Context: an optimization exercise on an open-source flow, tuned for small area and a short achievable clock period. The choices shown serve that exercise and are no tape-out recipe. In this exercise RTL edits were held to simulation tests only and were not proved equivalent to the original. Power is estimated from default activity; no workload was simulated.

--- flow/design.v ---
module addr_add(a, imm, y);
input  [31:0] a;
input  [11:0] imm;
output [31:0] y;
wire g1;
wire t2;
wire x3;
wire g7;
wire t8;
wire x9;
wire g13;
wire t14;
wire x15;
wire g19;
wire t20;
wire x21;
wire g25;
wire t26;
wire x27;
wire g31;
wire t32;
wire x33;
wire g37;
wire t38;
wire x39;
wire g43;
wire t44;
wire x45;
wire g49;
wire t50;
wire x51;
wire g55;
wire t56;
wire x57;
wire g61;
wire t62;
wire x63;
wire g67;
wire t68;
wire x69;
wire G73;
wire T75;
wire G77;
wire T79;
wire G81;
wire T83;
wire G85;
wire T87;
wire G89;
wire T91;
wire G93;
wire T95;
wire n97;
wire n99;
wire G101;
wire T103;
wire G105;
wire T107;
wire n109;
wire n111;
wire G113;
wire T115;
wire G117;
wire T119;
wire n121;
wire n123;
wire G125;
wire T127;
wire G129;
wire T131;
wire G133;
wire T135;
wire n137;
wire n139;
wire G141;
wire T143;
wire n145;
wire n147;
wire G149;
wire T151;
wire G153;
wire T155;
wire n157;
wire n159;
wire G161;
wire T163;
wire G165;
wire T167;
wire G169;
wire T171;
wire n173;
wire n175;
wire G177;
wire T179;
wire n192;
wire sn194;
wire inc196;
wire dec198;
wire incn200;
wire decn202;
wire p204;
wire p206;
wire p208;
wire p210;
wire p212;
wire p214;
wire p216;
wire p218;
wire p220;
wire n222;
wire p224;
wire p226;
wire n228;
wire p230;
wire p232;
wire n234;
wire p236;
wire p238;
wire n240;
wire p242;
wire p244;
wire n246;
wire p248;
wire p250;
wire n252;
wire p254;
wire n256;
wire p258;
wire p260;
wire p262;
wire n264;
wire p266;
wire n268;
wire p270;
wire p272;
wire n274;
wire p276;
wire p278;
wire p280;
wire n282;
wire p284;
wire p286;
wire n288;
wire p290;
wire n292;
wire p294;
wire p296;
wire p298;
wire n300;
wire p302;
wire n304;
wire p306;
wire p308;
wire p310;
wire p312;
wire p314;
wire p316;
wire p318;
wire p320;
wire p322;
wire p324;
wire n326;
wire p328;
wire p330;
wire n332;
wire p334;
wire p336;
wire n338;
wire p340;
wire p342;
wire n344;
wire p346;
wire p348;
wire n350;
wire p352;
wire p354;
wire n356;
wire p358;
wire n360;
wire p362;
wire p364;
wire p366;
wire n368;
wire p370;
wire n372;
wire p374;
wire p376;
wire n378;
wire p380;
wire p382;
wire p384;
wire n386;
wire p388;
wire p390;
wire n392;
wire p394;
wire n396;
wire p398;
wire p400;
wire p402;
wire n404;
wire p406;
wire n408;
wire p410;
wire f412;
wire n415;
wire f417;
wire n420;
wire f422;
wire n425;
wire f427;
wire n430;
wire f432;
wire n435;
wire f437;
wire n440;
wire f442;
wire n445;
wire f447;
wire n450;
wire f452;
wire n455;
wire f457;
wire n460;
wire f462;
wire n465;
wire f467;
wire n470;
wire f472;
wire n475;
wire f477;
wire n480;
wire f482;
wire n485;
wire f487;
wire n490;
wire f492;
wire n495;
wire f497;
wire n500;
wire f502;
wire n505;
wire f507;
c_nand2 u4(a[0], imm[0], g1);
c_nor2 u5(a[0], imm[0], t2);
c_xor2 u6(a[0], imm[0], x3);
c_nand2 u10(a[1], imm[1], g7);
c_nor2 u11(a[1], imm[1], t8);
c_xor2 u12(a[1], imm[1], x9);
c_nand2 u16(a[2], imm[2], g13);
c_nor2 u17(a[2], imm[2], t14);
c_xor2 u18(a[2], imm[2], x15);
c_nand2 u22(a[3], imm[3], g19);
c_nor2 u23(a[3], imm[3], t20);
c_xor2 u24(a[3], imm[3], x21);
c_nand2 u28(a[4], imm[4], g25);
c_nor2 u29(a[4], imm[4], t26);
c_xor2 u30(a[4], imm[4], x27);
c_nand2 u34(a[5], imm[5], g31);
c_nor2 u35(a[5], imm[5], t32);
c_xor2 u36(a[5], imm[5], x33);
c_nand2 u40(a[6], imm[6], g37);
c_nor2 u41(a[6], imm[6], t38);
c_xor2 u42(a[6], imm[6], x39);
c_nand2 u46(a[7], imm[7], g43);
c_nor2 u47(a[7], imm[7], t44);
c_xor2 u48(a[7], imm[7], x45);
c_nand2 u52(a[8], imm[8], g49);
c_nor2 u53(a[8], imm[8], t50);
c_xor2 u54(a[8], imm[8], x51);
c_nand2 u58(a[9], imm[9], g55);
c_nor2 u59(a[9], imm[9], t56);
c_xor2 u60(a[9], imm[9], x57);
c_nand2 u64(a[10], imm[10], g61);
c_nor2 u65(a[10], imm[10], t62);
c_xor2 u66(a[10], imm[10], x63);
c_nand2 u70(a[11], imm[11], g67);
c_nor2 u71(a[11], imm[11], t68);
c_xor2 u72(a[11], imm[11], x69);
c_oai21 u74(t8, g1, g7, G73);
c_nor2 u76(t8, t2, T75);
c_oai21 u78(t20, g13, g19, G77);
c_nor2 u80(t20, t14, T79);
c_oai21 u82(t32, g25, g31, G81);
c_nor2 u84(t32, t26, T83);
c_oai21 u86(t44, g37, g43, G85);
c_nor2 u88(t44, t38, T87);
c_oai21 u90(t56, g49, g55, G89);
c_nor2 u92(t56, t50, T91);
c_oai21 u94(t68, g61, g67, G93);
c_nor2 u96(t68, t62, T95);
c_inv u98(G73, n97);
c_inv u100(T75, n99);
c_oai21 u102(t14, n97, g13, G101);
c_nor2 u104(t14, n99, T103);
c_aoi21 u106(T79, G73, G77, G105);
c_nand2 u108(T79, T75, T107);
c_inv u110(G81, n109);
c_inv u112(T83, n111);
c_oai21 u114(t38, n109, g37, G113);
c_nor2 u116(t38, n111, T115);
c_aoi21 u118(T87, G81, G85, G117);
c_nand2 u120(T87, T83, T119);
c_inv u122(G89, n121);
c_inv u124(T91, n123);
c_oai21 u126(t62, n121, g61, G125);
c_nor2 u128(t62, n123, T127);
c_aoi21 u130(T95, G89, G93, G129);
c_nand2 u132(T95, T91, T131);
c_oai21 u134(t26, G105, g25, G133);
c_nor2 u136(t26, T107, T135);
c_inv u138(G105, n137);
c_inv u140(T107, n139);
c_aoi21 u142(T83, n137, G81, G141);
c_nand2 u144(T83, n139, T143);
c_inv u146(G105, n145);
c_inv u148(T107, n147);
c_aoi21 u150(T115, n145, G113, G149);
c_nand2 u152(T115, n147, T151);
c_oai21 u154(T119, G105, G117, G153);
c_nor2 u156(T119, T107, T155);
c_inv u158(G153, n157);
c_inv u160(T155, n159);
c_oai21 u162(t50, n157, g49, G161);
c_nor2 u164(t50, n159, T163);
c_aoi21 u166(T91, G153, G89, G165);
c_nand2 u168(T91, T155, T167);
c_aoi21 u170(T127, G153, G125, G169);
c_nand2 u172(T127, T155, T171);
c_inv u174(G153, n173);
c_inv u176(T155, n175);
c_oai21 u178(T131, n173, G129, G177);
c_nor2 u180(T131, n175, T179);
assign y[0] = x3;
c_xnor2 u181(x9, g1, y[1]);
c_xor2 u182(x15, G73, y[2]);
c_xor2 u183(x21, G101, y[3]);
c_xnor2 u184(x27, G105, y[4]);
c_xor2 u185(x33, G133, y[5]);
c_xnor2 u186(x39, G141, y[6]);
c_xnor2 u187(x45, G149, y[7]);
c_xor2 u188(x51, G153, y[8]);
c_xor2 u189(x57, G161, y[9]);
c_xnor2 u190(x63, G165, y[10]);
c_xnor2 u191(x69, G169, y[11]);
c_inv u193(G177, n192);
c_inv u195(imm[11], sn194);
c_nor2 u197(n192, imm[11], inc196);
c_nor2 u199(G177, sn194, dec198);
c_inv u201(inc196, incn200);
c_inv u203(dec198, decn202);
c_nand2 u205(a[13], a[12], p204);
c_nand2 u207(a[15], a[14], p206);
c_nand2 u209(a[17], a[16], p208);
c_nand2 u211(a[19], a[18], p210);
c_nand2 u213(a[21], a[20], p212);
c_nand2 u215(a[23], a[22], p214);
c_nand2 u217(a[25], a[24], p216);
c_nand2 u219(a[27], a[26], p218);
c_nand2 u221(a[29], a[28], p220);
c_inv u223(p204, n222);
c_nand2 u225(a[14], n222, p224);
c_nor2 u227(p206, p204, p226);
c_inv u229(p208, n228);
c_nand2 u231(a[18], n228, p230);
c_nor2 u233(p210, p208, p232);
c_inv u235(p212, n234);
c_nand2 u237(a[22], n234, p236);
c_nor2 u239(p214, p212, p238);
c_inv u241(p216, n240);
c_nand2 u243(a[26], n240, p242);
c_nor2 u245(p218, p216, p244);
c_inv u247(p220, n246);
c_nand2 u249(a[30], n246, p248);
c_nand2 u251(a[16], p226, p250);
c_inv u253(p226, n252);
c_nor2 u255(p208, n252, p254);
c_inv u257(p226, n256);
c_nor2 u259(p230, n256, p258);
c_nand2 u261(p232, p226, p260);
c_nand2 u263(a[24], p238, p262);
c_inv u265(p238, n264);
c_nor2 u267(p216, n264, p266);
c_inv u269(p238, n268);
c_nor2 u271(p242, n268, p270);
c_nand2 u273(p244, p238, p272);
c_inv u275(p260, n274);
c_nand2 u277(a[20], n274, p276);
c_nor2 u279(p212, p260, p278);
c_nor2 u281(p236, p260, p280);
c_inv u283(p260, n282);
c_nand2 u285(p238, n282, p284);
c_nor2 u287(p262, p260, p286);
c_inv u289(p260, n288);
c_nand2 u291(p266, n288, p290);
c_inv u293(p260, n292);
c_nand2 u295(p270, n292, p294);
c_nor2 u297(p272, p260, p296);
c_nand2 u299(a[28], p296, p298);
c_inv u301(p296, n300);
c_nor2 u303(p220, n300, p302);
c_inv u305(p296, n304);
c_nor2 u307(p248, n304, p306);
c_nor2 u309(a[13], a[12], p308);
c_nor2 u311(a[15], a[14], p310);
c_nor2 u313(a[17], a[16], p312);
c_nor2 u315(a[19], a[18], p314);
c_nor2 u317(a[21], a[20], p316);
c_nor2 u319(a[23], a[22], p318);
c_nor2 u321(a[25], a[24], p320);
c_nor2 u323(a[27], a[26], p322);
c_nor2 u325(a[29], a[28], p324);
c_inv u327(p308, n326);
c_nor2 u329(a[14], n326, p328);
c_nand2 u331(p310, p308, p330);
c_inv u333(p312, n332);
c_nor2 u335(a[18], n332, p334);
c_nand2 u337(p314, p312, p336);
c_inv u339(p316, n338);
c_nor2 u341(a[22], n338, p340);
c_nand2 u343(p318, p316, p342);
c_inv u345(p320, n344);
c_nor2 u347(a[26], n344, p346);
c_nand2 u349(p322, p320, p348);
c_inv u351(p324, n350);
c_nor2 u353(a[30], n350, p352);
c_nor2 u355(a[16], p330, p354);
c_inv u357(p330, n356);
c_nand2 u359(p312, n356, p358);
c_inv u361(p330, n360);
c_nand2 u363(p334, n360, p362);
c_nor2 u365(p336, p330, p364);
c_nor2 u367(a[24], p342, p366);
c_inv u369(p342, n368);
c_nand2 u371(p320, n368, p370);
c_inv u373(p342, n372);
c_nand2 u375(p346, n372, p374);
c_nor2 u377(p348, p342, p376);
c_inv u379(p364, n378);
c_nor2 u381(a[20], n378, p380);
c_nand2 u383(p316, p364, p382);
c_nand2 u385(p340, p364, p384);
c_inv u387(p364, n386);
c_nor2 u389(p342, n386, p388);
c_nand2 u391(p366, p364, p390);
c_inv u393(p364, n392);
c_nor2 u395(p370, n392, p394);
c_inv u397(p364, n396);
c_nor2 u399(p374, n396, p398);
c_nand2 u401(p376, p364, p400);
c_nor2 u403(a[28], p400, p402);
c_inv u405(p400, n404);
c_nand2 u407(p324, n404, p406);
c_inv u409(p400, n408);
c_nand2 u411(p352, n408, p410);
c_nor2 u413(inc196, dec198, f412);
c_xnor2 u414(a[12], f412, y[12]);
c_inv u416(a[12], n415);
c_aoi22 u418(inc196, a[12], dec198, n415, f417);
c_xnor2 u419(a[13], f417, y[13]);
c_inv u421(p308, n420);
c_oai22 u423(p204, incn200, n420, decn202, f422);
c_xor2 u424(a[14], f422, y[14]);
c_inv u426(p328, n425);
c_oai22 u428(p224, incn200, n425, decn202, f427);
c_xor2 u429(a[15], f427, y[15]);
c_inv u431(p330, n430);
c_aoi22 u433(inc196, p226, dec198, n430, f432);
c_xnor2 u434(a[16], f432, y[16]);
c_inv u436(p354, n435);
c_oai22 u438(p250, incn200, n435, decn202, f437);
c_xor2 u439(a[17], f437, y[17]);
c_inv u441(p358, n440);
c_aoi22 u443(inc196, p254, dec198, n440, f442);
c_xnor2 u444(a[18], f442, y[18]);
c_inv u446(p362, n445);
c_aoi22 u448(inc196, p258, dec198, n445, f447);
c_xnor2 u449(a[19], f447, y[19]);
c_inv u451(p364, n450);
c_oai22 u453(p260, incn200, n450, decn202, f452);
c_xor2 u454(a[20], f452, y[20]);
c_inv u456(p380, n455);
c_oai22 u458(p276, incn200, n455, decn202, f457);
c_xor2 u459(a[21], f457, y[21]);
c_inv u461(p382, n460);
c_aoi22 u463(inc196, p278, dec198, n460, f462);
c_xnor2 u464(a[22], f462, y[22]);
c_inv u466(p384, n465);
c_aoi22 u468(inc196, p280, dec198, n465, f467);
c_xnor2 u469(a[23], f467, y[23]);
c_inv u471(p388, n470);
c_oai22 u473(p284, incn200, n470, decn202, f472);
c_xor2 u474(a[24], f472, y[24]);
c_inv u476(p390, n475);
c_aoi22 u478(inc196, p286, dec198, n475, f477);
c_xnor2 u479(a[25], f477, y[25]);
c_inv u481(p394, n480);
c_oai22 u483(p290, incn200, n480, decn202, f482);
c_xor2 u484(a[26], f482, y[26]);
c_inv u486(p398, n485);
c_oai22 u488(p294, incn200, n485, decn202, f487);
c_xor2 u489(a[27], f487, y[27]);
c_inv u491(p400, n490);
c_aoi22 u493(inc196, p296, dec198, n490, f492);
c_xnor2 u494(a[28], f492, y[28]);
c_inv u496(p402, n495);
c_oai22 u498(p298, incn200, n495, decn202, f497);
c_xor2 u499(a[29], f497, y[29]);
c_inv u501(p406, n500);
c_aoi22 u503(inc196, p302, dec198, n500, f502);
c_xnor2 u504(a[30], f502, y[30]);
c_inv u506(p410, n505);
c_aoi22 u508(inc196, p306, dec198, n505, f507);
c_xnor2 u509(a[31], f507, y[31]);
endmodule
module c_inv(a, y);             input a; output y;             assign y = ~a; endmodule
module c_nand2(a, b, y);        input a, b; output y;          assign y = ~(a & b); endmodule
module c_nor2(a, b, y);         input a, b; output y;          assign y = ~(a | b); endmodule
module c_xor2(a, b, y);         input a, b; output y;          assign y = a ^ b; endmodule
module c_xnor2(a, b, y);        input a, b; output y;          assign y = ~(a ^ b); endmodule
module c_aoi21(a, b, c, y);     input a, b, c; output y;       assign y = ~((a & b) | c); endmodule
module c_oai21(a, b, c, y);     input a, b, c; output y;       assign y = ~((a | b) & c); endmodule
module c_aoi22(a, b, c, d, y);  input a, b, c, d; output y;    assign y = ~((a & b) | (c & d)); endmodule
module c_oai22(a, b, c, d, y);  input a, b, c, d; output y;    assign y = ~((a | b) & (c | d)); endmodule
module c_mxi2(a, b, s, y);      input a, b, s; output y;       assign y = ~(s ? b : a); endmodule
module c_mx4(a, b, c, d, s0, s1, y); input a, b, c, d, s0, s1; output y; assign y = s1 ? (s0 ? d : c) : (s0 ? b : a); endmodule
module c_nand3(a, b, c, y);     input a, b, c; output y;       assign y = ~(a & b & c); endmodule
module c_nand4(a, b, c, d, y);  input a, b, c, d; output y;    assign y = ~(a & b & c & d); endmodule
module c_or3(a, b, c, y);       input a, b, c; output y;       assign y = a | b | c; endmodule
module add32s(a, b, y);
input  [31:0] a, b;
output [31:0] y;
wire g1;
wire t2;
wire x3;
wire g7;
wire t8;
wire x9;
wire g13;
wire t14;
wire x15;
wire g19;
wire t20;
wire x21;
wire g25;
wire t26;
wire x27;
wire g31;
wire t32;
wire x33;
wire g37;
wire t38;
wire x39;
wire g43;
wire t44;
wire x45;
wire g49;
wire t50;
wire x51;
wire g55;
wire t56;
wire x57;
wire g61;
wire t62;
wire x63;
wire g67;
wire t68;
wire x69;
wire g73;
wire t74;
wire x75;
wire g79;
wire t80;
wire x81;
wire g85;
wire t86;
wire x87;
wire g91;
wire t92;
wire x93;
wire g97;
wire t98;
wire x99;
wire g103;
wire t104;
wire x105;
wire g109;
wire t110;
wire x111;
wire g115;
wire t116;
wire x117;
wire g121;
wire t122;
wire x123;
wire g127;
wire t128;
wire x129;
wire g133;
wire t134;
wire x135;
wire g139;
wire t140;
wire x141;
wire g145;
wire t146;
wire x147;
wire g151;
wire t152;
wire x153;
wire g157;
wire t158;
wire x159;
wire g163;
wire t164;
wire x165;
wire g169;
wire t170;
wire x171;
wire g175;
wire t176;
wire x177;
wire g181;
wire t182;
wire x183;
wire g187;
wire t188;
wire x189;
wire G193;
wire G195;
wire T197;
wire G199;
wire T201;
wire G203;
wire T205;
wire G207;
wire T209;
wire G211;
wire T213;
wire G215;
wire T217;
wire G219;
wire T221;
wire G223;
wire T225;
wire G227;
wire T229;
wire G231;
wire T233;
wire G235;
wire T237;
wire G239;
wire T241;
wire G243;
wire T245;
wire G247;
wire T249;
wire G251;
wire T253;
wire G255;
wire G257;
wire T259;
wire G261;
wire T263;
wire G265;
wire T267;
wire G269;
wire T271;
wire G273;
wire T275;
wire G277;
wire T279;
wire G281;
wire T283;
wire G285;
wire G287;
wire T289;
wire G291;
wire T293;
wire G295;
wire T297;
wire G299;
wire G301;
wire T303;
wire G305;
wire n307;
wire G309;
wire n311;
wire G313;
wire G315;
wire G317;
wire n319;
wire G321;
wire G323;
wire G325;
wire n327;
wire G329;
wire G331;
wire n333;
wire G335;
wire G337;
wire n339;
wire G341;
wire G343;
wire G345;
wire n347;
wire G349;
wire G351;
wire n353;
wire G355;
wire G357;
wire G359;
wire G361;
wire n363;
wire G365;
wire G367;
wire G369;
wire G371;
wire n373;
wire G375;
wire G377;
c_nand2 u4(a[0], b[0], g1);
c_nor2 u5(a[0], b[0], t2);
c_xor2 u6(a[0], b[0], x3);
c_nand2 u10(a[1], b[1], g7);
c_nor2 u11(a[1], b[1], t8);
c_xor2 u12(a[1], b[1], x9);
c_nand2 u16(a[2], b[2], g13);
c_nor2 u17(a[2], b[2], t14);
c_xor2 u18(a[2], b[2], x15);
c_nand2 u22(a[3], b[3], g19);
c_nor2 u23(a[3], b[3], t20);
c_xor2 u24(a[3], b[3], x21);
c_nand2 u28(a[4], b[4], g25);
c_nor2 u29(a[4], b[4], t26);
c_xor2 u30(a[4], b[4], x27);
c_nand2 u34(a[5], b[5], g31);
c_nor2 u35(a[5], b[5], t32);
c_xor2 u36(a[5], b[5], x33);
c_nand2 u40(a[6], b[6], g37);
c_nor2 u41(a[6], b[6], t38);
c_xor2 u42(a[6], b[6], x39);
c_nand2 u46(a[7], b[7], g43);
c_nor2 u47(a[7], b[7], t44);
c_xor2 u48(a[7], b[7], x45);
c_nand2 u52(a[8], b[8], g49);
c_nor2 u53(a[8], b[8], t50);
c_xor2 u54(a[8], b[8], x51);
c_nand2 u58(a[9], b[9], g55);
c_nor2 u59(a[9], b[9], t56);
c_xor2 u60(a[9], b[9], x57);
c_nand2 u64(a[10], b[10], g61);
c_nor2 u65(a[10], b[10], t62);
c_xor2 u66(a[10], b[10], x63);
c_nand2 u70(a[11], b[11], g67);
c_nor2 u71(a[11], b[11], t68);
c_xor2 u72(a[11], b[11], x69);
c_nand2 u76(a[12], b[12], g73);
c_nor2 u77(a[12], b[12], t74);
c_xor2 u78(a[12], b[12], x75);
c_nand2 u82(a[13], b[13], g79);
c_nor2 u83(a[13], b[13], t80);
c_xor2 u84(a[13], b[13], x81);
c_nand2 u88(a[14], b[14], g85);
c_nor2 u89(a[14], b[14], t86);
c_xor2 u90(a[14], b[14], x87);
c_nand2 u94(a[15], b[15], g91);
c_nor2 u95(a[15], b[15], t92);
c_xor2 u96(a[15], b[15], x93);
c_nand2 u100(a[16], b[16], g97);
c_nor2 u101(a[16], b[16], t98);
c_xor2 u102(a[16], b[16], x99);
c_nand2 u106(a[17], b[17], g103);
c_nor2 u107(a[17], b[17], t104);
c_xor2 u108(a[17], b[17], x105);
c_nand2 u112(a[18], b[18], g109);
c_nor2 u113(a[18], b[18], t110);
c_xor2 u114(a[18], b[18], x111);
c_nand2 u118(a[19], b[19], g115);
c_nor2 u119(a[19], b[19], t116);
c_xor2 u120(a[19], b[19], x117);
c_nand2 u124(a[20], b[20], g121);
c_nor2 u125(a[20], b[20], t122);
c_xor2 u126(a[20], b[20], x123);
c_nand2 u130(a[21], b[21], g127);
c_nor2 u131(a[21], b[21], t128);
c_xor2 u132(a[21], b[21], x129);
c_nand2 u136(a[22], b[22], g133);
c_nor2 u137(a[22], b[22], t134);
c_xor2 u138(a[22], b[22], x135);
c_nand2 u142(a[23], b[23], g139);
c_nor2 u143(a[23], b[23], t140);
c_xor2 u144(a[23], b[23], x141);
c_nand2 u148(a[24], b[24], g145);
c_nor2 u149(a[24], b[24], t146);
c_xor2 u150(a[24], b[24], x147);
c_nand2 u154(a[25], b[25], g151);
c_nor2 u155(a[25], b[25], t152);
c_xor2 u156(a[25], b[25], x153);
c_nand2 u160(a[26], b[26], g157);
c_nor2 u161(a[26], b[26], t158);
c_xor2 u162(a[26], b[26], x159);
c_nand2 u166(a[27], b[27], g163);
c_nor2 u167(a[27], b[27], t164);
c_xor2 u168(a[27], b[27], x165);
c_nand2 u172(a[28], b[28], g169);
c_nor2 u173(a[28], b[28], t170);
c_xor2 u174(a[28], b[28], x171);
c_nand2 u178(a[29], b[29], g175);
c_nor2 u179(a[29], b[29], t176);
c_xor2 u180(a[29], b[29], x177);
c_nand2 u184(a[30], b[30], g181);
c_nor2 u185(a[30], b[30], t182);
c_xor2 u186(a[30], b[30], x183);
c_nand2 u190(a[31], b[31], g187);
c_nor2 u191(a[31], b[31], t188);
c_xor2 u192(a[31], b[31], x189);
c_oai21 u194(t8, g1, g7, G193);
c_oai21 u196(t20, g13, g19, G195);
c_nor2 u198(t20, t14, T197);
c_oai21 u200(t32, g25, g31, G199);
c_nor2 u202(t32, t26, T201);
c_oai21 u204(t44, g37, g43, G203);
c_nor2 u206(t44, t38, T205);
c_oai21 u208(t56, g49, g55, G207);
c_nor2 u210(t56, t50, T209);
c_oai21 u212(t68, g61, g67, G211);
c_nor2 u214(t68, t62, T213);
c_oai21 u216(t80, g73, g79, G215);
c_nor2 u218(t80, t74, T217);
c_oai21 u220(t92, g85, g91, G219);
c_nor2 u222(t92, t86, T221);
c_oai21 u224(t104, g97, g103, G223);
c_nor2 u226(t104, t98, T225);
c_oai21 u228(t116, g109, g115, G227);
c_nor2 u230(t116, t110, T229);
c_oai21 u232(t128, g121, g127, G231);
c_nor2 u234(t128, t122, T233);
c_oai21 u236(t140, g133, g139, G235);
c_nor2 u238(t140, t134, T237);
c_oai21 u240(t152, g145, g151, G239);
c_nor2 u242(t152, t146, T241);
c_oai21 u244(t164, g157, g163, G243);
c_nor2 u246(t164, t158, T245);
c_oai21 u248(t176, g169, g175, G247);
c_nor2 u250(t176, t170, T249);
c_oai21 u252(t188, g181, g187, G251);
c_nor2 u254(t188, t182, T253);
c_aoi21 u256(T197, G193, G195, G255);
c_aoi21 u258(T205, G199, G203, G257);
c_nand2 u260(T205, T201, T259);
c_aoi21 u262(T213, G207, G211, G261);
c_nand2 u264(T213, T209, T263);
c_aoi21 u266(T221, G215, G219, G265);
c_nand2 u268(T221, T217, T267);
c_aoi21 u270(T229, G223, G227, G269);
c_nand2 u272(T229, T225, T271);
c_aoi21 u274(T237, G231, G235, G273);
c_nand2 u276(T237, T233, T275);
c_aoi21 u278(T245, G239, G243, G277);
c_nand2 u280(T245, T241, T279);
c_aoi21 u282(T253, G247, G251, G281);
c_nand2 u284(T253, T249, T283);
c_oai21 u286(T259, G255, G257, G285);
c_oai21 u288(T267, G261, G265, G287);
c_nor2 u290(T267, T263, T289);
c_oai21 u292(T275, G269, G273, G291);
c_nor2 u294(T275, T271, T293);
c_oai21 u296(T283, G277, G281, G295);
c_nor2 u298(T283, T279, T297);
c_aoi21 u300(T289, G285, G287, G299);
c_aoi21 u302(T297, G291, G295, G301);
c_nand2 u304(T297, T293, T303);
c_oai21 u306(T303, G299, G301, G305);
c_inv u308(G299, n307);
c_aoi21 u310(T293, n307, G291, G309);
c_inv u312(G285, n311);
c_oai21 u314(T263, n311, G261, G313);
c_oai21 u316(T271, G299, G269, G315);
c_oai21 u318(T279, G309, G277, G317);
c_inv u320(G255, n319);
c_aoi21 u322(T201, n319, G199, G321);
c_aoi21 u324(T209, G285, G207, G323);
c_aoi21 u326(T217, G313, G215, G325);
c_inv u328(G299, n327);
c_aoi21 u330(T225, n327, G223, G329);
c_aoi21 u332(T233, G315, G231, G331);
c_inv u334(G309, n333);
c_aoi21 u336(T241, n333, G239, G335);
c_aoi21 u338(T249, G317, G247, G337);
c_inv u340(G193, n339);
c_oai21 u342(t14, n339, g13, G341);
c_oai21 u344(t26, G255, g25, G343);
c_oai21 u346(t38, G321, g37, G345);
c_inv u348(G285, n347);
c_oai21 u350(t50, n347, g49, G349);
c_oai21 u352(t62, G323, g61, G351);
c_inv u354(G313, n353);
c_oai21 u356(t74, n353, g73, G355);
c_oai21 u358(t86, G325, g85, G357);
c_oai21 u360(t98, G299, g97, G359);
c_oai21 u362(t110, G329, g109, G361);
c_inv u364(G315, n363);
c_oai21 u366(t122, n363, g121, G365);
c_oai21 u368(t134, G331, g133, G367);
c_oai21 u370(t146, G309, g145, G369);
c_oai21 u372(t158, G335, g157, G371);
c_inv u374(G317, n373);
c_oai21 u376(t170, n373, g169, G375);
c_oai21 u378(t182, G337, g181, G377);
assign y[0] = x3;
c_xnor2 u379(x9, g1, y[1]);
c_xor2 u380(x15, G193, y[2]);
c_xor2 u381(x21, G341, y[3]);
c_xnor2 u382(x27, G255, y[4]);
c_xor2 u383(x33, G343, y[5]);
c_xnor2 u384(x39, G321, y[6]);
c_xor2 u385(x45, G345, y[7]);
c_xor2 u386(x51, G285, y[8]);
c_xor2 u387(x57, G349, y[9]);
c_xnor2 u388(x63, G323, y[10]);
c_xor2 u389(x69, G351, y[11]);
c_xor2 u390(x75, G313, y[12]);
c_xor2 u391(x81, G355, y[13]);
c_xnor2 u392(x87, G325, y[14]);
c_xor2 u393(x93, G357, y[15]);
c_xnor2 u394(x99, G299, y[16]);
c_xor2 u395(x105, G359, y[17]);
c_xnor2 u396(x111, G329, y[18]);
c_xor2 u397(x117, G361, y[19]);
c_xor2 u398(x123, G315, y[20]);
c_xor2 u399(x129, G365, y[21]);
c_xnor2 u400(x135, G331, y[22]);
c_xor2 u401(x141, G367, y[23]);
c_xnor2 u402(x147, G309, y[24]);
c_xor2 u403(x153, G369, y[25]);
c_xnor2 u404(x159, G335, y[26]);
c_xor2 u405(x165, G371, y[27]);
c_xor2 u406(x171, G317, y[28]);
c_xor2 u407(x177, G375, y[29]);
c_xnor2 u408(x183, G337, y[30]);
c_xor2 u409(x189, G377, y[31]);
endmodule
module CPU(clk,rst,data_out,instr_out,instr_read,data_read,instr_addr,data_addr,data_write,data_in);
input             clk;
input             rst;
input      [31:0] data_out;
input      [31:0] instr_out;
output            instr_read;
output     [31:0] instr_addr;
output            data_read;
output     [31:0] data_addr;
output     [3:0]  data_write;
output     [31:0] data_in;
assign instr_read = 1'b1;
wire [31:0] ins = instr_out;
wire [6:0]  op  = ins[6:0];
wire [2:0]  f3  = ins[14:12];
wire [4:0]  rd  = ins[11:7];
wire [4:0]  rs1 = ins[19:15];
wire [4:0]  rs2 = ins[24:20];
wire is_lui   = (op == 7'b0110111);
wire is_auipc = (op == 7'b0010111);
wire is_jal   = (op == 7'b1101111);
wire is_jalr  = (op == 7'b1100111);
wire is_br    = (op == 7'b1100011);
wire is_ld    = (op == 7'b0000011);
wire is_st    = (op == 7'b0100011);
wire is_opi   = (op == 7'b0010011);
wire is_op    = (op == 7'b0110011);
wire [31:0] imm_i = {{20{ins[31]}}, ins[31:20]};
wire [31:0] imm_s = {{20{ins[31]}}, ins[31:25], ins[11:7]};
wire [31:0] imm_b = {{20{ins[31]}}, ins[7], ins[30:25], ins[11:8], 1'b0};
wire [31:0] imm_u = {ins[31:12], 12'b0};
wire [31:0] imm_j = {{12{ins[31]}}, ins[19:12], ins[20], ins[30:21], 1'b0};
reg  [31:0] pc;
reg  [31:0] rf [1:31];    
reg  [31:1] valid;        
assign instr_addr = pc;
integer i;
reg [30:0] sel1, sel2;
always @(*) begin
    for (i = 1; i < 32; i = i + 1) begin
        sel1[i-1] = valid[i] & (rs1 == i);
        sel2[i-1] = valid[i] & (rs2 == i);
    end
end
wire [31:0] r1, r2;
genvar gb, ge;
generate for (gb = 0; gb < 32; gb = gb + 1) begin : rdbit
    wire [30:0] col;
    for (ge = 1; ge < 32; ge = ge + 1) begin : ent
        assign col[ge-1] = rf[ge][gb];
    end
    rdmux m1(.sel(sel1), .d(col), .y(r1[gb]));
    rdmux m2(.sel(sel2), .d(col), .y(r2[gb]));
end endgenerate
wire [31:0] addr;
addr_add u_addr(.a(r1), .imm(is_st ? {ins[31:25], ins[11:7]} : ins[31:20]), .y(addr));
assign data_addr = addr;
wire [1:0] idx = addr[1:0];
wire [31:0] pc_rel;                      
add32s u_pcrel(.a(pc), .b(is_jal ? imm_j : (is_br ? imm_b : imm_u)), .y(pc_rel));
wire [31:0] pc4;
inc30 u_pc4(.a(pc[31:2]), .y(pc4[31:2]));
assign pc4[1:0] = pc[1:0];
wire        eq, lt, ltu, lti, ltiu;
brcmp  u_cmp(.a(r1), .b(r2), .eq(eq), .lt(lt), .ltu(ltu));
immcmp u_icmp(.a(r1), .imm(ins[31:20]), .lt(lti), .ltu(ltiu));
wire [31:0] alu;
alu u_alu(.a(r1), .r2(r2), .imm(imm_i), .addi(addr), .isimm(is_opi),
          .sub(is_op & ins[30]), .f3(f3), .arith(ins[30]),
          .lt(is_opi ? lti : lt), .ltu(is_opi ? ltiu : ltu), .y(alu));
reg cond;
always @(*) begin
    case (f3)
        3'd0: cond = eq;
        3'd1: cond = ~eq;
        3'd4: cond = lt;
        3'd5: cond = ~lt;
        3'd6: cond = ltu;
        3'd7: cond = ~ltu;
        default: cond = 1'b0;
    endcase
end
wire take = is_jal | is_jalr | (is_br & cond);
wire [31:0] target = is_jalr ? addr : pc_rel;
always @(posedge clk or posedge rst) begin
    if (rst) pc <= 32'd0;
    else     pc <= take ? target : pc4;
end
assign data_read = is_ld;
reg [3:0] strobe;
always @(*) begin
    strobe = 4'd0;
    if (is_st) begin
        case (f3)
            3'd0: strobe = 4'd1 << idx;
            3'd1: strobe = (idx == 2'd0) ? 4'b0011 : 4'b1100;
            3'd2: strobe = 4'b1111;
            default: strobe = 4'd0;
        endcase
    end
end
assign data_write = strobe;
assign data_in[7:0]   = r2[7:0];
assign data_in[15:8]  = (f3[1] | f3[0]) ? r2[15:8] : r2[7:0];
assign data_in[23:16] = f3[1] ? r2[23:16] : r2[7:0];
assign data_in[31:24] = f3[1] ? r2[31:24] : (f3[0] ? r2[15:8] : r2[7:0]);
wire [31:0] ldata;
ldalign u_ld(.d(data_out), .idx(idx), .f3(f3), .y(ldata));
wire we = is_op | is_opi | is_ld | is_auipc | is_lui | is_jal | is_jalr;
reg [31:0] wd;
always @(*) begin
    if (is_ld)                 wd = ldata;
    else if (is_jal | is_jalr) wd = pc4;
    else if (is_lui)           wd = imm_u;
    else if (is_auipc)         wd = pc_rel;
    else                       wd = alu;
end
always @(posedge clk) begin
    for (i = 1; i < 32; i = i + 1)
        if (we && rd == i) rf[i] <= wd;
end
always @(posedge clk or posedge rst) begin
    if (rst) valid <= 31'd0;
    else begin
        for (i = 1; i < 32; i = i + 1)
            if (we && rd == i) valid[i] <= 1'b1;
    end
end
endmodule
module alu(a, r2, imm, addi, isimm, sub, f3, arith, lt, ltu, y);
input  [31:0] a, r2, imm, addi;
input         isimm, sub;
input  [2:0]  f3;
input         arith, lt, ltu;
output reg [31:0] y;
wire [31:0] b   = isimm ? imm : r2;
wire [31:0] sum = a + (r2 ^ {32{sub}}) + {31'd0, sub};
wire [31:0] shn;
shifter u_sh(.a(a), .shamt(b[4:0]), .left(~f3[2]), .arith(arith), .yn(shn));
wire [31:0] sh = ~shn;
always @(*) begin
    case (f3)
        3'd0: y = isimm ? addi : sum;
        3'd1: y = sh;
        3'd2: y = {31'd0, lt};
        3'd3: y = {31'd0, ltu};
        3'd4: y = a ^ b;
        3'd5: y = sh;
        3'd6: y = a | b;
        default: y = a & b;
    endcase
end
endmodule
module brcmp(a, b, eq, lt, ltu);
input  [31:0] a, b;
output        eq, lt, ltu;
assign eq  = (a == b);
assign ltu = (a < b);
assign lt  = (a[31] ^ b[31]) ? a[31] : ltu;
endmodule
module immcmp(a, imm, lt, ltu);
input  [31:0] a;
input  [11:0] imm;
output        lt, ltu;
wire s     = imm[11];
wire ones  = &a[30:11];
wire zeros = ~|a[30:11];
wire lo    = (a[10:0] < imm[10:0]);
wire hi_eq = s ? (a[31] & ones) : (~a[31] & zeros);
assign lt  = s ? (a[31] & (~ones | lo)) : (a[31] | (zeros & lo));
assign ltu = s ? (~(a[31] & ones) | lo) : (~a[31] & zeros & lo);
endmodule
module shifter(a, shamt, left, arith, yn);
input  [31:0] a;
input  [4:0]  shamt;
input         left, arith;
output [31:0] yn;   
wire fill  = arith & a[31] & ~left;
wire filln = ~fill;
wire [31:0] xn, l2n, l4n, r;
genvar i;
generate for (i = 0; i < 32; i = i + 1) begin : g
    c_mxi2 rin(.a(a[i]), .b(a[31-i]), .s(left), .y(xn[i]));
    c_mx4  s01(.a(xn[i]),
               .b(i + 1 < 32 ? xn[i+1] : filln),
               .c(i + 2 < 32 ? xn[i+2] : filln),
               .d(i + 3 < 32 ? xn[i+3] : filln),
               .s0(shamt[0]), .s1(shamt[1]), .y(l2n[i]));
    c_mx4  s23(.a(l2n[i]),
               .b(i + 4  < 32 ? l2n[i+4]  : filln),
               .c(i + 8  < 32 ? l2n[i+8]  : filln),
               .d(i + 12 < 32 ? l2n[i+12] : filln),
               .s0(shamt[2]), .s1(shamt[3]), .y(l4n[i]));
    c_mxi2 s4(.a(l4n[i]), .b(i + 16 < 32 ? l4n[i+16] : filln), .s(shamt[4]), .y(r[i]));
    c_mxi2 rout(.a(r[i]), .b(r[31-i]), .s(left), .y(yn[i]));
end endgenerate
endmodule
module inc30(a, y);
input  [29:0] a;
output [29:0] y;
assign y = a + 30'd1;
endmodule
module ldalign(d, idx, f3, y);
input  [31:0] d;
input  [1:0]  idx;
input  [2:0]  f3;
output reg [31:0] y;
reg [7:0]  lbyte;
reg [15:0] lhalf;
always @(*) begin
    case (idx)
        2'd0: lbyte = d[7:0];
        2'd1: lbyte = d[15:8];
        2'd2: lbyte = d[23:16];
        default: lbyte = d[31:24];
    endcase
    lhalf = (idx == 2'd0) ? d[15:0] : d[31:16];
    case (f3)
        3'd0: y = {{24{lbyte[7]}}, lbyte};
        3'd4: y = {24'd0, lbyte};
        3'd1: y = {{16{lhalf[15]}}, lhalf};
        3'd5: y = {16'd0, lhalf};
        3'd2: y = d;
        default: y = 32'd0;
    endcase
end
endmodule
module rdmux(sel, d, y);
input  [30:0] sel;
input  [30:0] d;
output        y;
wire [10:0] n;
wire [2:0]  x;
genvar k;
generate for (k = 0; k < 10; k = k + 1) begin : grp
    aoi3 u(.a0(sel[3*k]), .b0(d[3*k]), .a1(sel[3*k+1]), .b1(d[3*k+1]),
           .a2(sel[3*k+2]), .b2(d[3*k+2]), .y(n[k]));
end endgenerate
c_nand2 u10(.a(sel[30]), .b(d[30]), .y(n[10]));
c_nand4 c0(.a(n[0]), .b(n[1]), .c(n[2]), .d(n[3]), .y(x[0]));
c_nand4 c1(.a(n[4]), .b(n[5]), .c(n[6]), .d(n[7]), .y(x[1]));
c_nand3 c2(.a(n[8]), .b(n[9]), .c(n[10]), .y(x[2]));
c_or3   c3(.a(x[0]), .b(x[1]), .c(x[2]), .y(y));
endmodule
module aoi3(a0, b0, a1, b1, a2, b2, y);
input a0, b0, a1, b1, a2, b2;
output y;
assign y = ~((a0 & b0) | (a1 & b1) | (a2 & b2));
endmodule
--- flow/run.sh ---
#!/bin/bash
# synth_recipe.tcl (not shown) runs the flow's synth.tcl, then flattens the netlist and writes it again
# the make line also repeats each setting of config.mk as NAME=value (left out here)
make -C /OpenROAD-flow-scripts/flow DESIGN_CONFIG=/design/flow/config.mk WORK_HOME=/design/flow/orfs CLKGATE_MAP_FILE= SYNTH_SCRIPT=/design/flow/synth_recipe.tcl finish
--- flow/config.mk ---
export PLATFORM = sky130hd
export DESIGN_NAME = CPU
export DESIGN_NICKNAME = CPU
export VERILOG_FILES = /design/flow/design.v
export SDC_FILE = /design/flow/constraint.sdc
export NUM_CORES = 4
export LEC_CHECK = 0
export CAP_MARGIN = 20
export CORE_MARGIN = 2
export CORE_UTILIZATION = 35
export CTS_BUF_LIST = sky130_fd_sc_hd__clkbuf_8
export PLACE_DENSITY = 0.6
export SETUP_SLACK_MARGIN = 3
export SLEW_MARGIN = 20
export SYNTH_HIERARCHICAL = 1
--- flow/constraint.sdc ---
create_clock -name core_clock -period 12.0 [get_ports {clk}]
set_input_delay 2.4000 -clock core_clock [delete_from_list [all_inputs] [get_ports {clk}]]
set_output_delay 2.4000 -clock core_clock [all_outputs]
set_load 0.01 [all_outputs]
==> flow_metrics.py, run 1 <==
metrics = {
    "status": {
        "status": "complete, no violations",
    },
    "timing": {
        "period_needed_ns": 9.176,
        "hold_violations": 0,
        "max_freq_mhz": 109.0,
        "slew_headroom": 0.1116,
        "rsz0062_at_grt": "yes",
        "fin_setup_tns_ns": 0,
        "setup_viol": 0,
        "tightestPinTransition_ns": 1.319,
        "slew_viol_final": 0,
        "clock_skew_ns": 0.05925,
        "fin_crit_sh": 0.7647,
    },
    "clocking": {
        "cts_tree": "yes",
        "insertion_delay_ns": 0.94,
        "cts_buffers": 172,
        "clk_path_buf_depth": 3,
        "cts_htree_levels": 4,
        "postCtsHoldBufs": 0,
        "cts_sinks": 1055,
        "root_buffer": "clkbuf_8",
        "clk_pin_slew_ns": 0.07,
    },
    "setup_path": {
        "cp.required_ns": 12.62,
        "crit_path_end_kind": "flip-flop",
        "cp_common_cell": "buf_4",
        "crit_type": "in -> reg",
        "critPathMaxStageDelay_ns": 0.57,
        "path_max_fanout": 33,
        "path_cells": "clkdlybuf4s15_1, buf_4, nor2b_1, and3_2, buf_4, a222oi_1, nand4_1, or3_1, mux2i_2, clkinvlp_4, buf_12, mux4_2, mux4_2, mux2i_1, mux2i_1, o21ai_0, a222oi_1, o32ai_1, a211o_1, o211ai_1, a31oi_4, buf_4",
        "arrival_ns": 9.80,
        "slowest_stage": "or3_1",
        "r2r_setup_slack_ns": 4.58,
        "rr_worst_depth": 20,
        "setup.worst_path.start_class": "input port",
    },
    "power_and_ir_drop": {
        "power_leakage_uw": 0.02395,
        "vdd_drop_max_mv": 0.1077,
        "internal_power_uw": 6505,
        "swShare": 0.3249,
        "p_per_area_nw_per_um2": 142.2,
        "pwr-share-comb": 0.223,
        "fin_total_pwr_uw": 9634,
        "p_clk_frac": 0.333,
        "share_seq_of_total_power": 0.443,
        "switching_power_uw": 3130,
    },
    "logic_synthesis": {
        "synth_largest_area_cell": "edfxtp_1",
        "synth-seq-cells": 1055,
        "ys_top_cells_by_count": "992 x edfxtp_1, 656 x a222oi_1, 292 x nand2_1",
        "netlist-cell-type-count": 100,
        "synth.most_common_cell": "edfxtp_1",
        "synth_edf_count": 992,
        "yosys_most_used_dff": "edfxtp_1",
        "netlist_area_um2": 56520,
        "synthTopCellsByArea": "edfxtp_1 53%, a222oi_1 12%, ha_1 3.1%, mux4_2 2.8%, mux2i_1 2.8%",
        "synth_cells": 4383,
        "ys_seq_area_frac": 0.5550,
        "syn_area_per_cell_um2": 12.89,
        "yosysWarnings": 10,
        "async_reset_ff_frac": 0.05972,
        "synth_top_cell_area_share": 0.5271,
    },
    "die": {
        "core_area_um2": 160400,
        "dieArea_um2": 164700,
        "placementRows": 147,
        "die_h_um": 405.8,
        "ios": 168,
        "initial_core_util": 0.3524,
        "die_w_um": 405.8,
    },
    "placed_design": {
        "portBuffers": 166,
        "gp_congestion": 1.043,
        "dp_hpwl_mm": 178.6,
    },
    "routing": {
        "routedWlPerCell_um": 36.30,
        "drt_iter0_drc": 12450,
        "ant_nets": 0,
        "dr.pass1.iters": 19,
        "vias": 49500,
        "vias_per_cell": 6.862,
        "postRouteWirelength_mm": 261.8,
        "drc": 0,
    },
    "cells_and_area": {
        "fin_nets": 5101,
        "drive_gt1_frac": 0.1979,
        "area_growth_syn_to_layout_pct": 19.88,
        "utilization": 0.4224,
    },
    "global_route": {
        "grt_pass1_wl_mm": 355.4,
        "antenna_found_initial": 27,
        "gr-total-overflow": 0,
        "grtUsageTotal": 0.3052,
        "grt_pass1_vias": 45750,
        "grt_max_degree": 59,
    },
    "hold_path": {
        "holdPathStages": 1,
        "holdCritPathClass": "reg -> reg",
    },
    "run": {
        "max-cap-violations": 0,
    },
}
-- metrics by stage --
step / area [um2] / hold slack (ns) / setup slack, ns / std cells
after floorplan: 56570 / 0.4489 / 3.006 / 4384
after global placement: 62640 / 0.4749 / 0.6880 / 6812
after detailed placement: 62710 / 0.4778 / 0.6609 / 6814
after CTS: 67120 / 0.4992 / 3.000 / 7174
after global routing: 67730 / 0.5097 / 2.875 / 7205
final: 67750 / 0.5034 / 2.824 / 7213
-- metal layers --
| metal | wire length [um] | share of wire | track usage | up-vias |
|---|---|---|---|---|
| li1 | - | - | - | 19810 |
| met3 | 36830 | 0.14 | 0.09321 | 934 |
| met1 | 91660 | 0.35 | 0.3848 | 24280 |
| met2 | 109800 | 0.42 | 0.4458 | 4461 |
| met5 | 272 | 0.0010 | 0 | - |
| met4 | 23290 | 0.089 | 0.2146 | 18 |
-- per-module statistics from Yosys, one instance, submodules excluded, excerpt --
| module | cells inside | cell area, um2 | flip-flops and latches |
|---|---|---|---|
| c_oai22 | 1 | 6.256 | 0 |
| c_oai21 | 1 | 5.005 | 0 |
| shifter | 1 | 7.507 | 0 |
| CPU | 1708 | 35730 | 1055 |
| c_aoi22 | 1 | 12.51 | 0 |
| add32s | 1 | 7.507 | 0 |
| brcmp | 120 | 843.3 | 0 |
| c_nand2 | 1 | 3.754 | 0 |
| c_xor2 | 1 | 8.758 | 0 |
| c_or3 | 1 | 6.256 | 0 |
| aoi3 | 1 | 10.01 | 0 |
| alu | 739 | 5071 | 0 |
| addr_add | 1 | 7.507 | 0 |
| c_xnor2 | 1 | 8.758 | 0 |
| c_nor2 | 1 | 3.754 | 0 |
-- registers in the layout (all words and copies together) (netlist names) --
name / flops
rf: 992
pc: 32
valid: 31
-- worst max-delay path: cells and delay by family --
family          cells  cell delay, ns
compound gates      7            2.08
buf+inv             6            1.97
mux                 5            1.78
simple gates        4            1.43
-- placed cells by master (no fill, tap or decap), types with 38 or more instances in the layout --
cell,count
a21oi_1,72
or3_4,47
buf_4,258
nor2_4,40
clkbuf_8,182
dfrtp_1,63
and3_4,38
nand4_1,155
inv_1,255
ha_1,142
o21ai_1,52
nand2_1,288
mux2i_1,158
mux4_2,71
xnor2_1,58
a222oi_1,656
o21ai_0,132
clkdlybuf4s50_1,135
xor2_1,119
nand3_1,106
mux2_2,70
nor2_1,214
edfxtp_1,992
-- power groups by stage --
stage	combinational (uW)	sequential (uW)	clock [uW]
3_5_place_dp	1960	4340	0
5_1_grt	2180	4280	3390
2_1_floorplan	943	4320	0
6_report	2150	4270	3210
4_1_cts	2000	4270	3240
3_3_place_gp	1960	4340	0
-- layout make-up --
type,instances,area [um2]
Timing Repair Buffer,468,4285
Inverter,216,825.8
Sequential cell,1055,31370
Antenna cell,14,35.03
Fill cell,14800,92630
Multi-Input combinational cell,2979,25040
Clock inverter,140,1008
Tap cell,2160,2703
Clock buffer,181,2491
-- worst paths after layout --
kind,from,endpoint
min reg2reg,valid[26],valid[26]
max in group asynchronous,rst,valid[9]
max,instr_out[20],rf[27][25]
min in group asynchronous,rst,pc[18]
max reg2reg,valid[7],rf[30][0]
min,valid[26],valid[26]
-- cell families (layout without fill, tap and decap cells) --
logic type | Yosys count | in the layout | synth area share
AOI/OAI and AO/OA | 1230 | 1231 | 0.1856
adders and majority gates | 143 | 143 | 0.03179
xor gates and xnor gates | 185 | 185 | 0.02867
buffers and inverters | 352 | 1005 | 0.02705
other | 2 | 17 | 0.0001329
DFF | 1055 | 1055 | 0.5550
muxes | 319 | 319 | 0.07419
and+or+nand+nor | 1097 | 1098 | 0.09761
-- repair_timing --
action	in CTS	in global routing
buffers inserted	37	22
setup endpoints to repair	847	571
pin swaps	56	45
gates resized for setup	204	96
cloned	2	1
==> inputs of run 2 (changes only) <==
--- a/flow/design.v
+++ b/flow/design.v
@@ -1007,10 +1007,11 @@
 wire        eq, lt, ltu, lti, ltiu;
 brcmp  u_cmp(.a(r1), .b(r2), .eq(eq), .lt(lt), .ltu(ltu));
 immcmp u_icmp(.a(r1), .imm(ins[31:20]), .lt(lti), .ltu(ltiu));
-wire [31:0] alu;
-alu u_alu(.a(r1), .r2(r2), .imm(imm_i), .addi(addr), .isimm(is_opi),
+wire [31:0] sum, sh, lg;
+alu u_alu(.a(r1), .r2(r2), .imm(imm_i), .isimm(is_opi),
           .sub(is_op & ins[30]), .f3(f3), .arith(ins[30]),
-          .lt(is_opi ? lti : lt), .ltu(is_opi ? ltiu : ltu), .y(alu));
+          .lt(is_opi ? lti : lt), .ltu(is_opi ? ltiu : ltu),
+          .sum(sum), .sh(sh), .lg(lg));
 reg cond;
 always @(*) begin
     case (f3)
@@ -1050,14 +1051,17 @@
 wire [31:0] ldata;
 ldalign u_ld(.d(data_out), .idx(idx), .f3(f3), .y(ldata));
 wire we = is_op | is_opi | is_ld | is_auipc | is_lui | is_jal | is_jalr;
-reg [31:0] wd;
-always @(*) begin
-    if (is_ld)                 wd = ldata;
-    else if (is_jal | is_jalr) wd = pc4;
-    else if (is_lui)           wd = imm_u;
-    else if (is_auipc)         wd = pc_rel;
-    else                       wd = alu;
-end
+wire is_alu = is_op | is_opi;
+wire s_sh   = is_alu & (f3 == 3'd1 || f3 == 3'd5);
+wire s_sum  = is_op  & (f3 == 3'd0);
+wire s_addi = is_opi & (f3 == 3'd0);
+wire s_lg   = is_alu & (f3 != 3'd0) & (f3 != 3'd1) & (f3 != 3'd5);
+wire [31:0] rest = ({32{is_ld}} & ldata) | ({32{is_jal | is_jalr}} & pc4) |
+                   ({32{is_lui}} & imm_u) | ({32{is_auipc}} & pc_rel) |
+                   ({32{s_lg}} & lg);
+wire [31:0] wd;
+wbsel u_wb(.s_sh(s_sh), .sh(sh), .s_sum(s_sum), .sum(sum), .s_addi(s_addi),
+           .addi(addr), .rest(rest), .y(wd));
 always @(posedge clk) begin
     for (i = 1; i < 32; i = i + 1)
         if (we && rd == i) rf[i] <= wd;
@@ -1070,30 +1074,41 @@
     end
 end
 endmodule
-module alu(a, r2, imm, addi, isimm, sub, f3, arith, lt, ltu, y);
-input  [31:0] a, r2, imm, addi;
+module alu(a, r2, imm, isimm, sub, f3, arith, lt, ltu, sum, sh, lg);
+input  [31:0] a, r2, imm;
 input         isimm, sub;
 input  [2:0]  f3;
 input         arith, lt, ltu;
-output reg [31:0] y;
-wire [31:0] b   = isimm ? imm : r2;
-wire [31:0] sum = a + (r2 ^ {32{sub}}) + {31'd0, sub};
+output [31:0] sum;       
+output [31:0] sh;        
+output reg [31:0] lg;    
+wire [31:0] b = isimm ? imm : r2;
+assign sum = a + (r2 ^ {32{sub}}) + {31'd0, sub};
 wire [31:0] shn;
 shifter u_sh(.a(a), .shamt(b[4:0]), .left(~f3[2]), .arith(arith), .yn(shn));
-wire [31:0] sh = ~shn;
+assign sh = ~shn;
 always @(*) begin
     case (f3)
-        3'd0: y = isimm ? addi : sum;
-        3'd1: y = sh;
-        3'd2: y = {31'd0, lt};
-        3'd3: y = {31'd0, ltu};
-        3'd4: y = a ^ b;
-        3'd5: y = sh;
-        3'd6: y = a | b;
-        default: y = a & b;
+        3'd2: lg = {31'd0, lt};
+        3'd3: lg = {31'd0, ltu};
+        3'd4: lg = a ^ b;
+        3'd6: lg = a | b;
+        default: lg = a & b;
     endcase
 end
 endmodule
+module wbsel(s_sh, sh, s_sum, sum, s_addi, addi, rest, y);
+input         s_sh, s_sum, s_addi;
+input  [31:0] sh, sum, addi, rest;
+output [31:0] y;
+wire [31:0] n1, n2, n3;
+genvar k;
+generate for (k = 0; k < 32; k = k + 1) begin : g
+    c_aoi22 a1(.a(s_sh), .b(sh[k]), .c(s_sum), .d(sum[k]), .y(n1[k]));
+    c_aoi21 a2(.a(s_addi), .b(addi[k]), .c(rest[k]), .y(n2[k]));
+    c_nand2 o(.a(n1[k]), .b(n2[k]), .y(y[k]));
+end endgenerate
+endmodule
 module brcmp(a, b, eq, lt, ltu);
 input  [31:0] a, b;
 output        eq, lt, ltu;
--- a/flow/config.mk
+++ b/flow/config.mk
@@ -7,9 +7,9 @@
 export LEC_CHECK = 0
 export CAP_MARGIN = 20
 export CORE_MARGIN = 2
-export CORE_UTILIZATION = 35
+export CORE_UTILIZATION = 30
 export CTS_BUF_LIST = sky130_fd_sc_hd__clkbuf_8
-export PLACE_DENSITY = 0.6
+export PLACE_DENSITY = 0.5
 export SETUP_SLACK_MARGIN = 3
 export SLEW_MARGIN = 20
 export SYNTH_HIERARCHICAL = 1
==> run 2 against run 1 <==
Net effect:
- still clean
- clock power decreased by 2%
- cell area about the same
- non-clock buffer count up 5
- worst setup slack improved by 0.064 ns
- synthesized cell count fell by 1.2%
- total power shrank 4.6%
- sequential share of layout area hardly changed
- die area is 17% higher
- largest cell class unchanged
==> flow_metrics.py, run 2 <==
metrics = {
    "clocking": {
        "root_buffer": "clkbuf_8",
        "postCtsHoldBufs": 0,
        "clk_pin_slew_ns": 0.06,
        "cts_tree": "yes",
        "clk_path_buf_depth": 3,
        "cts_sinks": 1055,
        "cts_buffers": 180,
        "cts_htree_levels": 4,
        "insertion_delay_ns": 0.99,
    },
    "cells_and_area": {
        "final_common_cell": "edfxtp_1",
        "area_growth_syn_to_layout_pct": 19.87,
        "largest_register_ffs": 992,
        "final_cell_mix": "992 x edfxtp_1, 660 x a222oi_1, 303 x nand2_1",
        "n_fill_cell": 18100,
        "fin_cells": 7538,
        "regMostFlops": "rf",
        "fin_nets": 5093,
        "reg_top3": "rf (992), pc (32), valid (31)",
        "drive_gt1_frac": 0.2188,
        "utilization": 0.3613,
    },
    "placed_design": {
        "dp_hpwl_mm": 176.9,
        "post-place-ws_ns": 1.042,
        "gp_congestion": 0.9814,
        "dp_cells": 7099,
        "portBuffers": 166,
    },
    "global_route": {
        "grtUsageTotal": 0.2636,
        "gr-total-overflow": 0,
        "grt_max_degree": 64,
        "grt_pass1_wl_mm": 359.3,
        "grt_pass1_vias": 45200,
        "antenna_found_initial": 33,
    },
    "routing": {
        "vias": 48580,
        "routedWlPerCell_um": 35.12,
        "vias_per_cell": 6.444,
        "dr.pass1.iters": 17,
        "ant_nets": 0,
        "drc": 0,
        "postRouteWirelength_mm": 264.7,
        "drt_iter0_drc": 10670,
    },
    "logic_synthesis": {
        "synth.mux.area_fraction": 0.07494,
        "yosys_most_used_dff": "edfxtp_1",
        "netlist_area_um2": 56550,
        "yosys.area_share.simple": 0.09430,
        "yosysWarnings": 10,
        "synth.most_common_cell": "edfxtp_1",
        "synth_largest_area_cell": "edfxtp_1",
        "synth_top_family_by_area": "compound AO/OA/AOI/OAI gates",
        "synth_compound_area_frac": 0.1890,
        "async_reset_ff_frac": 0.05972,
        "synth_top_cell_area_share": 0.5268,
        "synthTopCellsByArea": "edfxtp_1 53%, a222oi_1 12%, ha_1 3.1%, mux4_2 2.8%, dfrtp_1 2.8%",
        "synth_edf_count": 992,
        "synth_fa_ha_area_frac": 0.03133,
        "synth-seq-cells": 1055,
        "netlist-cell-type-count": 90,
        "ys_seq_area_frac": 0.5547,
        "synthXorXnorAreaFrac": 0.02958,
        "synth_cells": 4329,
        "ys_top_cells_by_count": "992 x edfxtp_1, 660 x a222oi_1, 310 x nand2_1",
        "syn_area_per_cell_um2": 13.06,
    },
    "setup_path": {
        "r2r_setup_slack_ns": 5.00,
        "critPathMaxStageDelay_ns": 0.59,
        "worstReg2RegEnd": "rf[8][0]",
        "path_max_fanout": 11,
        "crit_path_end_kind": "output pin",
        "cp_num_buf_inv": 7,
        "cp_common_cell": "buf_4",
        "setup.worst_path.start_class": "input port",
        "r2r_start": "valid[4]",
        "arrival_ns": 6.71,
        "path_cells": "buf_4, nor3b_4, buf_4, and3_4, buf_4, a222oi_1, nand4_1, or3_4, nor2_1, o21ai_2, a21oi_2, o21ai_4, inv_1, nor2_4, buf_12, clkinvlp_4, o22ai_1, xor2_1, clkdlybuf4s50_1",
        "crit_type": "in -> out",
        "crit_family": "simple AND/OR/NAND/NOR gates",
        "rr_worst_depth": 20,
        "cp.required_ns": 9.60,
        "slowest_stage": "or3_4",
    },
    "timing": {
        "period_needed_ns": 9.112,
        "slew_viol_final": 0,
        "hold_violations": 0,
        "rsz0062_at_grt": "yes",
        "clock_skew_ns": 0.1198,
        "fin_crit_sh": 0.7593,
        "tightestPinTransition_ns": 1.159,
        "fin_setup_tns_ns": 0,
        "max_freq_mhz": 109.7,
        "slew_headroom": 0.2271,
        "postLayoutSetupSlackWorst_ns": 2.888,
        "setup_viol": 0,
        "whs_ns": 0.4932,
    },
    "die": {
        "die_h_um": 438.2,
        "initial_core_util": 0.3014,
        "dieArea_um2": 192000,
        "die_w_um": 438.2,
        "ios": 168,
        "placementRows": 159,
        "core_area_um2": 187600,
    },
    "status": {
        "status": "complete, no violations",
    },
    "hold_path": {
        "holdPathStages": 1,
        "holdCritPathClass": "reg -> reg",
        "worstHoldStart": "valid[27]",
        "hold_path_end": "valid[27]",
    },
    "power_and_ir_drop": {
        "p_clk_frac": 0.342,
        "p_per_area_nw_per_um2": 135.6,
        "internal_power_uw": 6371,
        "share_seq_of_total_power": 0.456,
        "swShare": 0.3066,
        "pwr-share-comb": 0.201,
        "switching_power_uw": 2817,
        "power_leakage_uw": 0.02420,
        "vdd_drop_max_mv": 0.1047,
    },
    "run": {
        "max-cap-violations": 0,
    },
}
-- run 2: worst max-delay path by stage --
stage	slack, ns	endpoint	start	depth (start not counted)
after global routing	2.82	data_addr[20]	instr_out[16]	23
after global placement	1.16	data_addr[21]	instr_out[19]	19
after CTS	2.89	data_addr[29]	instr_out[15]	17
after floorplan	3.00	data_addr[14]	instr_out[16]	17
after detailed placement	1.04	data_addr[29]	instr_out[19]	19
final	2.89	data_addr[20]	instr_out[17]	19
-- run 2: per-module statistics from Yosys, one instance, submodules excluded, excerpt --
module / cells / times used / area [um2] / flip-flops and latches
c_nand2: 1 / 184 / 3.754 / 0
c_xor2: 1 / 78 / 8.758 / 0
add32s: 1 / 1 / 7.507 / 0
c_oai21: 1 / 49 / 5.005 / 0
CPU: 1619 / 1 / 35430 / 1055
c_aoi21: 1 / 55 / 8.758 / 0
inc30: 81 / 1 / 565.5 / 0
shifter: 1 / 1 / 7.507 / 0
alu: 678 / 1 / 4602 / 0
c_nand3: 1 / 64 / 5.005 / 0
c_nor2: 1 / 104 / 3.754 / 0
c_aoi22: 1 / 42 / 12.51 / 0
-- run 2: repair_timing --
item | CTS | global route
pin swaps | 70 | 41
cloned | 11 | 5
setup endpoints to repair | 114 | 41
setup buffers | 60 | 24
resized for setup | 238 | 51
-- run 2: area by class of cell --
| cell class | count | area [um2] | share of cell area |
|---|---|---|---|
| Timing Repair Buffer | 473 | 4115 | 0.06071 |
| Timing Repair inverter | 1 | 7.507 | 0.0001108 |
| Tap cell | 2495 | 3122 | 0.04606 |
| Multi-Input combinational cell | 2937 | 24840 | 0.3664 |
| Inverter | 238 | 900.9 | 0.01329 |
| Antenna cell | 16 | 40.04 | 0.0005907 |
| Clock buffer | 182 | 2505 | 0.03695 |
| Sequential cell | 1055 | 31370 | 0.4627 |
| Clock inverter | 141 | 890.9 | 0.01314 |
-- run 2: per-stage QoR --
stage / power, uW / instance area, um2
floorplan: 5201 / 56570
global placement: 5999 / 62740
detailed placement: 6000 / 62770
CTS: 9176 / 67390
global route: 9483 / 67760
finish: 9188 / 67780
-- run 2: worst register-to-register path, cell delays in order, from the launching register on --
cell	delay, ns
dfrtp_1	0.47
and3_4	0.25
buf_8	0.21
a222oi_1	0.65
nand4_1	0.77
or3_4	0.78
buf_4	0.23
ha_1	0.31
nand4_1	0.14
or4_4	0.62
nor3_2	0.27
o32ai_1	0.15
mux2_2	0.29
nand2_1	0.10
o21ai_0	0.09
o21ai_0	0.38
a21oi_1	0.17
a221o_1	0.36
a21oi_2	0.10
nand2_1	0.08
buf_4	0.25
-- run 2: layer usage --
metal  part of all wire  vias to the layer above  track usage
li1                   -                    19760            -
met1               0.38                    24440       0.3417
met2               0.44                     3708       0.3999
met3               0.12                      652      0.05895
met4              0.072                       12       0.1628
met5            0.00029                        -            0
-- run 2: cell families after synthesis --
| group | count (synthesis) |
|---|---|
| flip-flops | 1055 |
| AO/OA/AOI/OAI | 1209 |
| AND/OR/NAND/NOR | 1058 |
| buffers and inverters | 353 |
| XOR/XNOR | 191 |
| adder cells (fa/ha/maj) | 141 |
| multiplexers | 320 |
| other | 2 |
-- run 2: power by group through the flow --
stage | Sequential [uW] | Combinational, uW | Clock (uW)
finish | 4190 | 1850 | 3150
global route | 4200 | 1940 | 3350
CTS | 4190 | 1800 | 3190
detailed placement | 4260 | 1740 | 0
global placement | 4260 | 1740 | 0
floorplan | 4230 | 968 | 0
==> inputs of run 3 (changes only) <==
--- a/flow/config.mk
+++ b/flow/config.mk
@@ -10,6 +10,6 @@
 export CORE_UTILIZATION = 30
 export CTS_BUF_LIST = sky130_fd_sc_hd__clkbuf_8
 export PLACE_DENSITY = 0.5
-export SETUP_SLACK_MARGIN = 3
+export SETUP_SLACK_MARGIN = 3.5
 export SLEW_MARGIN = 20
 export SYNTH_HIERARCHICAL = 1
==> run 3 against run 2 <==
Net effect:
- register-to-register slack better by 0.15 ns
- maximum frequency up 3.7%
- still clean
- non-clock buffer count up 127
- core utilization up 1.3 points
- synthesized cell count unchanged
- critical path depth up 1
- first-iteration DRC count up 6.7%
- worst setup slack better by 0.33 ns
- sequential power about the same
- sequential share of layout area down 1.6 points
- total power up 4.0%
==> flow_metrics.py, run 3 <==
metrics = {
    "status": {
        "status": "complete, no violations",
    },
    "global_route": {
        "gr-total-overflow": 0,
        "antenna_found_initial": 25,
        "grt_pass1_wl_mm": 370.9,
        "grt_pass1_vias": 46030,
    },
    "timing": {
        "hold_violations": 0,
        "fin_setup_tns_ns": 0,
        "slew_viol_final": 0,
        "slew_headroom": 0.2434,
        "tightestPinTransition_ns": 1.129,
        "fin_crit_sh": 0.7322,
        "setup_viol": 0,
        "rsz0062_at_grt": "yes",
        "clock_skew_ns": 0.09765,
        "period_needed_ns": 8.786,
    },
    "run": {
        "max-cap-violations": 0,
    },
    "routing": {
        "vias": 50170,
        "drt_iter0_drc": 11380,
        "vias_per_cell": 6.522,
        "ant_nets": 0,
        "drc": 0,
        "routedWlPerCell_um": 36.34,
        "dr.pass1.iters": 14,
        "postRouteWirelength_mm": 279.6,
    },
    "logic_synthesis": {
        "yosysWarnings": 10,
        "async_reset_ff_frac": 0.05972,
        "yosys.area_share.simple": 0.09430,
        "synthTopCellsByArea": "edfxtp_1 53%, a222oi_1 12%, ha_1 3.1%, mux4_2 2.8%, dfrtp_1 2.8%",
        "synth-seq-cells": 1055,
        "netlist_area_um2": 56550,
        "synthXorXnorAreaFrac": 0.02958,
        "yosys_most_used_dff": "edfxtp_1",
        "synth_fa_ha_area_frac": 0.03133,
        "synth_top_family_by_area": "compound AO/OA/AOI/OAI gates",
        "synth.mux.area_fraction": 0.07494,
        "synth_top_cell_area_share": 0.5268,
        "synth_edf_count": 992,
        "synth_largest_area_cell": "edfxtp_1",
        "synth_compound_area_frac": 0.1890,
        "synth_cells": 4329,
    },
    "cells_and_area": {
        "final_common_cell": "edfxtp_1",
        "fin_nets": 5248,
        "area_growth_syn_to_layout_pct": 24.10,
        "final_cell_mix": "992 x edfxtp_1, 660 x a222oi_1, 362 x buf_4",
        "reg_top3": "rf (992), pc (32), valid (31)",
        "regMostFlops": "rf",
    },
    "clocking": {
        "clk_pin_slew_ns": 0.07,
        "cts_buffers": 180,
        "cts_tree": "yes",
        "root_buffer": "clkbuf_8",
        "cts_sinks": 1055,
        "insertion_delay_ns": 0.97,
        "cts_htree_levels": 4,
    },
    "setup_path": {
        "crit_family": "simple AND/OR/NAND/NOR gates",
        "crit_type": "in -> out",
        "cp.required_ns": 9.60,
        "critPathMaxStageDelay_ns": 0.61,
        "slowest_stage": "or3_4",
        "path_cells": "buf_16, nor2b_4, buf_6, buf_4, and3_4, buf_4, a222oi_1, nand4_1, or3_4, nor2_4, o21ai_4, a21oi_2, o21ai_4, inv_2, nor2_4, clkbuf_16, buf_6, a22oi_2, xnor2_2, buf_2",
        "crit_path_end_kind": "output pin",
        "crit_cells": 20,
        "rr_worst_depth": 14,
    },
    "die": {
        "initial_core_util": 0.3014,
        "ios": 168,
        "dieArea_um2": 192000,
        "placementRows": 159,
    },
    "hold_path": {
        "holdPathStages": 1,
    },
    "placed_design": {
        "place_area_um2": 62550,
    },
    "power_and_ir_drop": {
        "power_leakage_uw": 0.02520,
        "p_per_area_nw_per_um2": 136.2,
        "fin_total_pwr_uw": 9555,
    },
}
[run 3: Yosys stat by module, one instance, submodules excluded, excerpt]
module,copies in the design,flops+latches
immcmp,1,0
CPU,1,1055
c_mx4,64,0
c_nand3,64,0
shifter,1,0
addr_add,1,0
brcmp,1,0
c_nand2,184,0
c_oai22,9,0
add32s,1,0
ldalign,1,0
[run 3: final cells by class]
type,count,area [um2]
fill,17960,117400
inverter,238,910.9
clock buffer,182,2505
tap,2495,3122
timing repair buffer,600,5404
clock inverter,141,1157
sequential,1055,31370
antenna,15,37.54
multi-input combinational,2966,25670
[run 3: path summary, 6_finish.rpt]
check                      slack (ns)            end           from
setup / recovery                 3.21  data_addr[31]  instr_out[18]
min in group asynchronous        1.71         pc[14]            rst
hold / removal                   0.51       valid[8]       valid[8]
setup reg to reg                 5.15     rf[11][11]      valid[16]
hold reg to reg                  0.51       valid[8]       valid[8]
max in group asynchronous        9.08      valid[13]            rst
[run 3: timing repair]
item                                     CTS  global route
pin swaps                                171           136
resized for setup                        389           150
buffers inserted                         170            72
cloned                                    32            18
hold buffers                               0             0
endpoints found under the setup margin  1031           196
[run 3: cells by family after synthesis]
group	Yosys count
multiplexers	320
adder cells (fa/ha/maj)	141
AO/OA/AOI/OAI	1209
other	2
flip-flops	1055
XOR/XNOR	191
AND/OR/NAND/NOR	1058
buffers and inverters	353
[run 3: where the power goes]
part | switching [uW] | total [uW] | internal (uW)
Combinational | 1160 | 1970 | 806
Sequential | 152 | 4200 | 4050
Clock | 1620 | 3390 | 1770
[run 3: layer usage]
metal	part of all wire	vias to the layer above	track usage
met5	0.00023	-	0
met4	0.085	10	0.1898
met3	0.12	807	0.06616
met2	0.43	4224	0.4159
met1	0.36	25030	0.3430
li1	-	20100	-
[run 3: per-stage QoR]
stage          instances  worst slack, ns  hold WS (ns)    util
2_1_floorplan       4330            3.512        0.4327       -
4_1_cts             7586            3.440        0.4896  0.3668
3_5_place_dp        7061            1.159        0.4575  0.3334
6_report            7692            3.214        0.5120  0.3741
5_1_grt             7679            3.256        0.5396  0.3739
3_3_place_gp        7061            1.217        0.4622  0.3334

Setup slack of run 3, layout unchanged: 3.214 ns with ideal ports, 3.039 ns with driving cells assumed (clock clkbuf_16, inputs buf_2), 2.664 ns with port delays also shifted by the 0.998 ns mid clock arrival.
